Source: an optimization exercise on an open RTL-to-GDS flow (aim: small area and a short achievable clock period). Production flows keep margins and buffers that such runs may drop. Where RTL was checked, it was by simulation tests only, not by an equivalence proof against the original. Power figures rest on the tool's default switching activity, not on a simulated workload.

// pipelined_divider
module pipelined_divider (input             clock,
                          input             reset,
                          input             input_valid,
                          input       [5:0] input_tag,
                          input      [23:0] divisor,
                          input      [31:0] dividend,
                          output reg        output_valid,
                          output reg  [5:0] output_tag,
                          output reg [31:0] quotient,
                          output reg [31:0] remainder);
    wire       in_z = (divisor == 24'd0);
    wire       v0 = input_valid;
    wire [5:0] t0 = input_tag;
    wire [31:0] a0 = dividend ^ {32{dividend[31]}};   
    wire [23:0] d0 = {divisor[23:1], divisor[0] | in_z};
    wire       z0 = in_z;
    wire       n0 = dividend[31];
    wire [31:0] x0 = a0;
    wire [1:0] x2 = {x0[31], x0[30]};
    wire [1:0] dl2 = d0[1:0];
    wire hz2 = (d0[23:2] == 22'd0);
    wire [3:0] dl2_3 = {2'd0, dl2} + {1'd0, dl2, 1'b0};
    wire [4:0] s2_1 = {3'd0, x2} - {3'd0, dl2};
    wire [4:0] s2_2 = {3'd0, x2} - {2'd0, dl2, 1'b0};
    wire [4:0] s2_3 = {3'd0, x2} - {1'd0, dl2_3};
    wire c2_1 = hz2 & ~s2_1[4], c2_2 = hz2 & ~s2_2[4], c2_3 = hz2 & ~s2_3[4];
    wire [1:0] r2_c = c2_2 ? (c2_3 ? s2_3[1:0] : s2_2[1:0]) : (c2_1 ? s2_1[1:0] : x2[1:0]);
    reg        v1, n1, z1;
    reg  [5:0] t1;
    reg [23:0] d1;
  ...
==> flow/config.mk <==
export PLATFORM = sky130hd
export DESIGN_NAME = pipelined_divider
export DESIGN_NICKNAME = pipelined_divider
export VERILOG_FILES = /design/flow/design.v
export SDC_FILE = /design/flow/constraint.sdc
export NUM_CORES = 4
export LEC_CHECK = 0
export ABC_AREA = 1
export ABC_CLOCK_PERIOD_IN_PS = 3000
export CAP_MARGIN = 20
export CORE_MARGIN = 2
export CORE_UTILIZATION = 45
export CTS_CLUSTER_DIAMETER = 80
export CTS_CLUSTER_SIZE = 30
export SETUP_SLACK_MARGIN = 4.35
export SLEW_MARGIN = 20
export TNS_END_PERCENT = 20
==> flow/constraint.sdc <==
create_clock -name core_clock -period 7.0 [get_ports {clock}]
set_input_delay 1.4000 -clock core_clock [delete_from_list [all_inputs] [get_ports {clock}]]
set_output_delay 1.4000 -clock core_clock [all_outputs]
set_load 0.01 [all_outputs]
standard.sh (not shown) runs the stock make flow with config.mk's settings and CLKGATE_MAP_FILE= SYNTH_SCRIPT=/design/flow/synth_recipe.tcl, a recipe that flattens the netlist after the stock synthesis.
==> flow/flow/run.sh <==
#!/bin/bash
set -euo pipefail
here=$(cd "$(dirname "$0")" && pwd)
source "$here/vars.sh"
bash standard.sh > flow.log 2>&1
==> flow/flow/vars.sh <==
# ORFS variables for this flow (see run.sh)
# No full-adder cell mapping in synthesis: ABC maps the adders itself.
export ADDER_MAP_FILE=
# Port buffers: a plain buffer rather than the default pick (a delay cell).
export BUFFER_PORTS_ARGS="-buffer_cell sky130_fd_sc_hd__buf_2"
The first run passed the timing, DRC and antenna checks.
==> next run, changes <==
--- a/flow/design.v
+++ b/flow/design.v
@@ -4,64 +4,70 @@
                           input             input_valid,
                           input       [5:0] input_tag,
                           input      [23:0] divisor,
                           input      [31:0] dividend,
                           output reg        output_valid,
                           output reg  [5:0] output_tag,
                           output reg [31:0] quotient,
                           output reg [31:0] remainder);
+    reg        v0;
+    reg  [5:0] t0;
+    reg [31:0] a0;
+    reg [23:0] d0;
+    reg        z0;
+    reg        n0;
     wire       in_z = (divisor == 24'd0);
-    wire       v0 = input_valid;
-    wire [5:0] t0 = input_tag;
-    wire [31:0] a0 = dividend ^ {32{dividend[31]}};   
-    wire [23:0] d0 = {divisor[23:1], divisor[0] | in_z};
-    wire       z0 = in_z;
-    wire       n0 = dividend[31];
+    always @(posedge clock) begin
+        v0 <= reset ? 1'b0 : input_valid;
+        t0 <= input_tag;
+        a0 <= dividend ^ {32{dividend[31]}};   
+        d0 <= {divisor[23:1], divisor[0] | in_z};
+        z0 <= in_z;
+        n0 <= dividend[31];
+    end
     wire [31:0] x0 = a0;
     wire [1:0] x2 = {x0[31], x0[30]};
     wire [1:0] dl2 = d0[1:0];
     wire hz2 = (d0[23:2] == 22'd0);
     wire [3:0] dl2_3 = {2'd0, dl2} + {1'd0, dl2, 1'b0};
     wire [4:0] s2_1 = {3'd0, x2} - {3'd0, dl2};
     wire [4:0] s2_2 = {3'd0, x2} - {2'd0, dl2, 1'b0};
     wire [4:0] s2_3 = {3'd0, x2} - {1'd0, dl2_3};
     wire c2_1 = hz2 & ~s2_1[4], c2_2 = hz2 & ~s2_2[4], c2_3 = hz2 & ~s2_3[4];
     wire [1:0] r2_c = c2_2 ? (c2_3 ? s2_3[1:0] : s2_2[1:0]) : (c2_1 ? s2_1[1:0] : x2[1:0]);
+    wire [3:0] x4 = {r2_c, x0[29], x0[28]};
+    wire [3:0] dl4 = d0[3:0];
+    wire hz4 = (d0[23:4] == 20'd0);
+    wire [5:0] dl4_3 = {2'd0, dl4} + {1'd0, dl4, 1'b0};
+    wire [6:0] s4_1 = {3'd0, x4} - {3'd0, dl4};
+    wire [6:0] s4_2 = {3'd0, x4} - {2'd0, dl4, 1'b0};
+    wire [6:0] s4_3 = {3'd0, x4} - {1'd0, dl4_3};
+    wire c4_1 = hz4 & ~s4_1[6], c4_2 = hz4 & ~s4_2[6], c4_3 = hz4 & ~s4_3[6];
+    wire [3:0] r4_c = c4_2 ? (c4_3 ? s4_3[3:0] : s4_2[3:0]) : (c4_1 ? s4_1[3:0] : x4[3:0]);
     reg        v1, n1, z1;
     reg  [5:0] t1;
     reg [23:0] d1;
-    reg [7:0] t3_1;
-    reg [29:0] a1;
-    reg [31:30] q1;
-    reg [1:0] r1;
+    reg [27:0] a1;
+    reg [31:28] q1;
+    reg [3:0] r1;
     always @(posedge clock) begin
         v1 <= reset ? 1'b0 : v0;
         t1 <= t0;
         n1 <= n0;
         z1 <= z0;
         d1 <= d0;
-        t3_1 <= {2'd0, d0[5:0]} + {1'd0, d0[5:0], 1'b0};
-        a1 <= x0[29:0];
-        q1 <= {c2_2, (c2_2 ? c2_3 : c2_1)};
-        r1 <= r2_c;
+        a1 <= x0[27:0];
+        q1 <= {c2_2, (c2_2 ? c2_3 : c2_1), c4_2, (c4_2 ? c4_3 : c4_1)};
+        r1 <= r4_c;
     end
-    wire [3:0] x4 = {r1, a1[29], a1[28]};
-    wire [3:0] dl4 = d1[3:0];
-    wire hz4 = (d1[23:4] == 20'd0);
-    wire [5:0] dl4_3 = t3_1[5:0];
-    wire [6:0] s4_1 = {3'd0, x4} - {3'd0, dl4};
-    wire [6:0] s4_2 = {3'd0, x4} - {2'd0, dl4, 1'b0};
-    wire [6:0] s4_3 = {3'd0, x4} - {1'd0, dl4_3};
-    wire c4_1 = hz4 & ~s4_1[6], c4_2 = hz4 & ~s4_2[6], c4_3 = hz4 & ~s4_3[6];
-    wire [3:0] r4_c = c4_2 ? (c4_3 ? s4_3[3:0] : s4_2[3:0]) : (c4_1 ? s4_1[3:0] : x4[3:0]);
-    wire [5:0] x6 = {r4_c, a1[27], a1[26]};
+    wire [5:0] x6 = {r1, a1[27], a1[26]};
     wire [5:0] dl6 = d1[5:0];
     wire hz6 = (d1[23:6] == 18'd0);
-    wire [7:0] dl6_3 = t3_1[7:0];
+    wire [7:0] dl6_3 = {2'd0, dl6} + {1'd0, dl6, 1'b0};
     wire [8:0] s6_1 = {3'd0, x6} - {3'd0, dl6};
     wire [8:0] s6_2 = {3'd0, x6} - {2'd0, dl6, 1'b0};
     wire [8:0] s6_3 = {3'd0, x6} - {1'd0, dl6_3};
     wire c6_1 = hz6 & ~s6_1[8], c6_2 = hz6 & ~s6_2[8], c6_3 = hz6 & ~s6_3[8];
     wire [5:0] r6_c = c6_2 ? (c6_3 ? s6_3[5:0] : s6_2[5:0]) : (c6_1 ? s6_1[5:0] : x6[5:0]);
     reg        v2, n2, z2;
     reg  [5:0] t2;
     reg [23:0] d2;
@@ -70,17 +76,17 @@
     reg [5:0] r2;
     always @(posedge clock) begin
         v2 <= reset ? 1'b0 : v1;
         t2 <= t1;
         n2 <= n1;
         z2 <= z1;
         d2 <= d1;
         a2 <= a1[25:0];
-        q2 <= {q1, c4_2, (c4_2 ? c4_3 : c4_1), c6_2, (c6_2 ? c6_3 : c6_1)};
+        q2 <= {q1, c6_2, (c6_2 ? c6_3 : c6_1)};
         r2 <= r6_c;
     end
     wire [7:0] x8 = {r2, a2[25], a2[24]};
     wire [7:0] dl8 = d2[7:0];
     wire hz8 = (d2[23:8] == 16'd0);
     wire [9:0] dl8_3 = {2'd0, dl8} + {1'd0, dl8, 1'b0};
     wire [10:0] s8_1 = {3'd0, x8} - {3'd0, dl8};
     wire [10:0] s8_2 = {3'd0, x8} - {2'd0, dl8, 1'b0};
Via count is higher by about 0.55%.
Maximum frequency is higher by about 7%.
Die area is higher by about 0.9%.
Cell area is lower by about 1.2%.
Clock skew barely changes.
Area after synthesis is higher by about 0.9%.
Non-clock buffer count is lower by 100.
Worst hold slack is better by 0.018 ns.
First-iteration DRC count is higher by 3.5%.
Setup slack is better by 0.19 ns.
Routed wire length is higher by about 3.6%.
Global-route usage is higher by 1.4 points.
Clock power is higher by 4.4%.
For the first run of this note, only the layout was checked, not whether the RTL still works.

---

run C:
pipelined_divider, a different RTL version from the one above (not shown whole).
Size in the first run: roughly 1,600 flip-flops.
// pipelined_divider
module pipelined_divider (input             clock,
                          input             reset,
                          input             input_valid,
                          input       [5:0] input_tag,
                          input      [23:0] divisor,
                          input      [31:0] dividend,
                          output reg        output_valid,
                          output reg  [5:0] output_tag,
                          output reg [31:0] quotient,
                          output reg [31:0] remainder);
export LEC_CHECK = 0
export ABC_AREA = 1
export ABC_CLOCK_PERIOD_IN_PS = 3000
export CAP_MARGIN = 20
export CORE_MARGIN = 2
export CORE_UTILIZATION = 40
export SETUP_SLACK_MARGIN = 4.2
export SLEW_MARGIN = 20
create_clock -name core_clock -period 7.0 [get_ports {clock}]
Scripts as last shown in full above: flow/flow/run.sh, flow/flow/vars.sh
Changes in run A relative to run C:
--- a/flow/design.v
+++ b/flow/design.v
@@ -5,65 +5,57 @@
                           input       [5:0] input_tag,
                           input      [23:0] divisor,
                           input      [31:0] dividend,
                           output reg        output_valid,
                           output reg  [5:0] output_tag,
                           output reg [31:0] quotient,
                           output reg [31:0] remainder);
-    reg        v0;
-    reg  [5:0] t0;
-    reg [31:0] a0;
-    reg [23:0] d0;
-    reg        z0;
-    reg        n0;
     wire       in_z = (divisor == 24'd0);
-    always @(posedge clock) begin
-        v0 <= reset ? 1'b0 : input_valid;
-        t0 <= input_tag;
-        a0 <= dividend ^ {32{dividend[31]}};   
-        d0 <= {divisor[23:1], divisor[0] | in_z};
-        z0 <= in_z;
-        n0 <= dividend[31];
-    end
+    wire       v0 = input_valid;
+    wire [5:0] t0 = input_tag;
+    wire [31:0] a0 = dividend ^ {32{dividend[31]}};   
+    wire [23:0] d0 = {divisor[23:1], divisor[0] | in_z};
+    wire       z0 = in_z;
+    wire       n0 = dividend[31];
     wire [31:0] x0 = a0;
     wire [1:0] x2 = {x0[31], x0[30]};
     wire [1:0] dl2 = d0[1:0];
     wire hz2 = (d0[23:2] == 22'd0);
     wire [3:0] dl2_3 = {2'd0, dl2} + {1'd0, dl2, 1'b0};
     wire [4:0] s2_1 = {3'd0, x2} - {3'd0, dl2};
     wire [4:0] s2_2 = {3'd0, x2} - {2'd0, dl2, 1'b0};
     wire [4:0] s2_3 = {3'd0, x2} - {1'd0, dl2_3};
     wire c2_1 = hz2 & ~s2_1[4], c2_2 = hz2 & ~s2_2[4], c2_3 = hz2 & ~s2_3[4];
     wire [1:0] r2_c = c2_2 ? (c2_3 ? s2_3[1:0] : s2_2[1:0]) : (c2_1 ? s2_1[1:0] : x2[1:0]);
-    wire [3:0] x4 = {r2_c, x0[29], x0[28]};
-    wire [3:0] dl4 = d0[3:0];
-    wire hz4 = (d0[23:4] == 20'd0);
-    wire [5:0] dl4_3 = {2'd0, dl4} + {1'd0, dl4, 1'b0};
-    wire [6:0] s4_1 = {3'd0, x4} - {3'd0, dl4};
-    wire [6:0] s4_2 = {3'd0, x4} - {2'd0, dl4, 1'b0};
-    wire [6:0] s4_3 = {3'd0, x4} - {1'd0, dl4_3};
-    wire c4_1 = hz4 & ~s4_1[6], c4_2 = hz4 & ~s4_2[6], c4_3 = hz4 & ~s4_3[6];
-    wire [3:0] r4_c = c4_2 ? (c4_3 ? s4_3[3:0] : s4_2[3:0]) : (c4_1 ? s4_1[3:0] : x4[3:0]);
     reg        v1, n1, z1;
     reg  [5:0] t1;
     reg [23:0] d1;
-    reg [27:0] a1;
-    reg [31:28] q1;
-    reg [3:0] r1;
+    reg [29:0] a1;
+    reg [31:30] q1;
+    reg [1:0] r1;
     always @(posedge clock) begin
         v1 <= reset ? 1'b0 : v0;
         t1 <= t0;
         n1 <= n0;
         z1 <= z0;
         d1 <= d0;
-        a1 <= x0[27:0];
-        q1 <= {c2_2, (c2_2 ? c2_3 : c2_1), c4_2, (c4_2 ? c4_3 : c4_1)};
-        r1 <= r4_c;
+        a1 <= x0[29:0];
+        q1 <= {c2_2, (c2_2 ? c2_3 : c2_1)};
+        r1 <= r2_c;
     end
-    wire [5:0] x6 = {r1, a1[27], a1[26]};
+    wire [3:0] x4 = {r1, a1[29], a1[28]};
+    wire [3:0] dl4 = d1[3:0];
+    wire hz4 = (d1[23:4] == 20'd0);
+    wire [5:0] dl4_3 = {2'd0, dl4} + {1'd0, dl4, 1'b0};
+    wire [6:0] s4_1 = {3'd0, x4} - {3'd0, dl4};
+    wire [6:0] s4_2 = {3'd0, x4} - {2'd0, dl4, 1'b0};
+    wire [6:0] s4_3 = {3'd0, x4} - {1'd0, dl4_3};
+    wire c4_1 = hz4 & ~s4_1[6], c4_2 = hz4 & ~s4_2[6], c4_3 = hz4 & ~s4_3[6];
+    wire [3:0] r4_c = c4_2 ? (c4_3 ? s4_3[3:0] : s4_2[3:0]) : (c4_1 ? s4_1[3:0] : x4[3:0]);
+    wire [5:0] x6 = {r4_c, a1[27], a1[26]};
     wire [5:0] dl6 = d1[5:0];
     wire hz6 = (d1[23:6] == 18'd0);
     wire [7:0] dl6_3 = {2'd0, dl6} + {1'd0, dl6, 1'b0};
     wire [8:0] s6_1 = {3'd0, x6} - {3'd0, dl6};
     wire [8:0] s6_2 = {3'd0, x6} - {2'd0, dl6, 1'b0};
     wire [8:0] s6_3 = {3'd0, x6} - {1'd0, dl6_3};
     wire c6_1 = hz6 & ~s6_1[8], c6_2 = hz6 & ~s6_2[8], c6_3 = hz6 & ~s6_3[8];
@@ -77,15 +69,15 @@
     always @(posedge clock) begin
         v2 <= reset ? 1'b0 : v1;
         t2 <= t1;
         n2 <= n1;
         z2 <= z1;
         d2 <= d1;
         a2 <= a1[25:0];
-        q2 <= {q1, c6_2, (c6_2 ? c6_3 : c6_1)};
+        q2 <= {q1, c4_2, (c4_2 ? c4_3 : c4_1), c6_2, (c6_2 ? c6_3 : c6_1)};
         r2 <= r6_c;
     end
     wire [7:0] x8 = {r2, a2[25], a2[24]};
     wire [7:0] dl8 = d2[7:0];
     wire hz8 = (d2[23:8] == 16'd0);
     wire [9:0] dl8_3 = {2'd0, dl8} + {1'd0, dl8, 1'b0};
     wire [10:0] s8_1 = {3'd0, x8} - {3'd0, dl8};
### Flow results
Post-synthesis sequential element count down 66 in run A wrt run C
Comparing run A against run C, there is no change at all in maximum fanout encountered on the critical timing path.
In run A relative to run C, largest net degree at the start of global routing had gone up by a little under 10%.
From run C to run A the numbers moved as follows: area after synthesis saw a decrease; amount of wire on met3 after detailed routing saw a decrease; proportion of cell area occupied by multi-input gates saw a decrease; via count saw a decrease.
Starting density of the core: run A vs run C, no meaningful difference
Number of cells in the finished layout apart from fillers was higher in run C than in run A.
Run A did not stop at any stage, and its layout met the timing, DRC and antenna checks.
Summary — total chip power, run A relative to run C: lower, by 4.2%.
Summary — minimum hold slack, run A relative to run C: higher, by 0.014 ns.
No functional check of the RTL was part of any run of this note.

==> what the ideal ports hide <==
How much do the figures lean on ideal ports? The routed layouts below were timed once more, with nothing changed but the port constraints.
Step 1 sets driving cells, clkbuf_16 on the clock port and buf_2 on the other inputs (assumed; they add their load-dependent delay and slew).
Step 2, shift: input delay + t, output delay - t, t = (earliest + latest rising clock arrival at the registers) / 2. This alone moves slack from input paths to output paths.
Slacks: ideal / step 1 / step 2; pairs: ideal / step 1.
run | t, ns | slack for setup (ns) | latest minus earliest clock arrival (ns) | worst slew at a driven data input, ns | pins driven straight from the clock port
the first run of note 1 | 0.865 | 4.039 / 4.039 / 3.786 | 0.057 / 0.057 | 0.06 | 1
the second run of note 1 | 0.866 | 4.227 / 4.212 / 4.211 | 0.058 / 0.058 | 0.11 | 1
run C | 0.940 | 4.172 / 4.096 / 3.854 | 0.087 / 0.087 | 0.14 | 1
run A | 0.884 | 4.112 / 4.112 / 4.098 | 0.062 / 0.062 | 0.05 | 1
After both steps every run listed still meets setup and hold. The setup slack of run C, which loses most, moves by -0.076 ns with the drivers and by -0.318 ns with both steps.
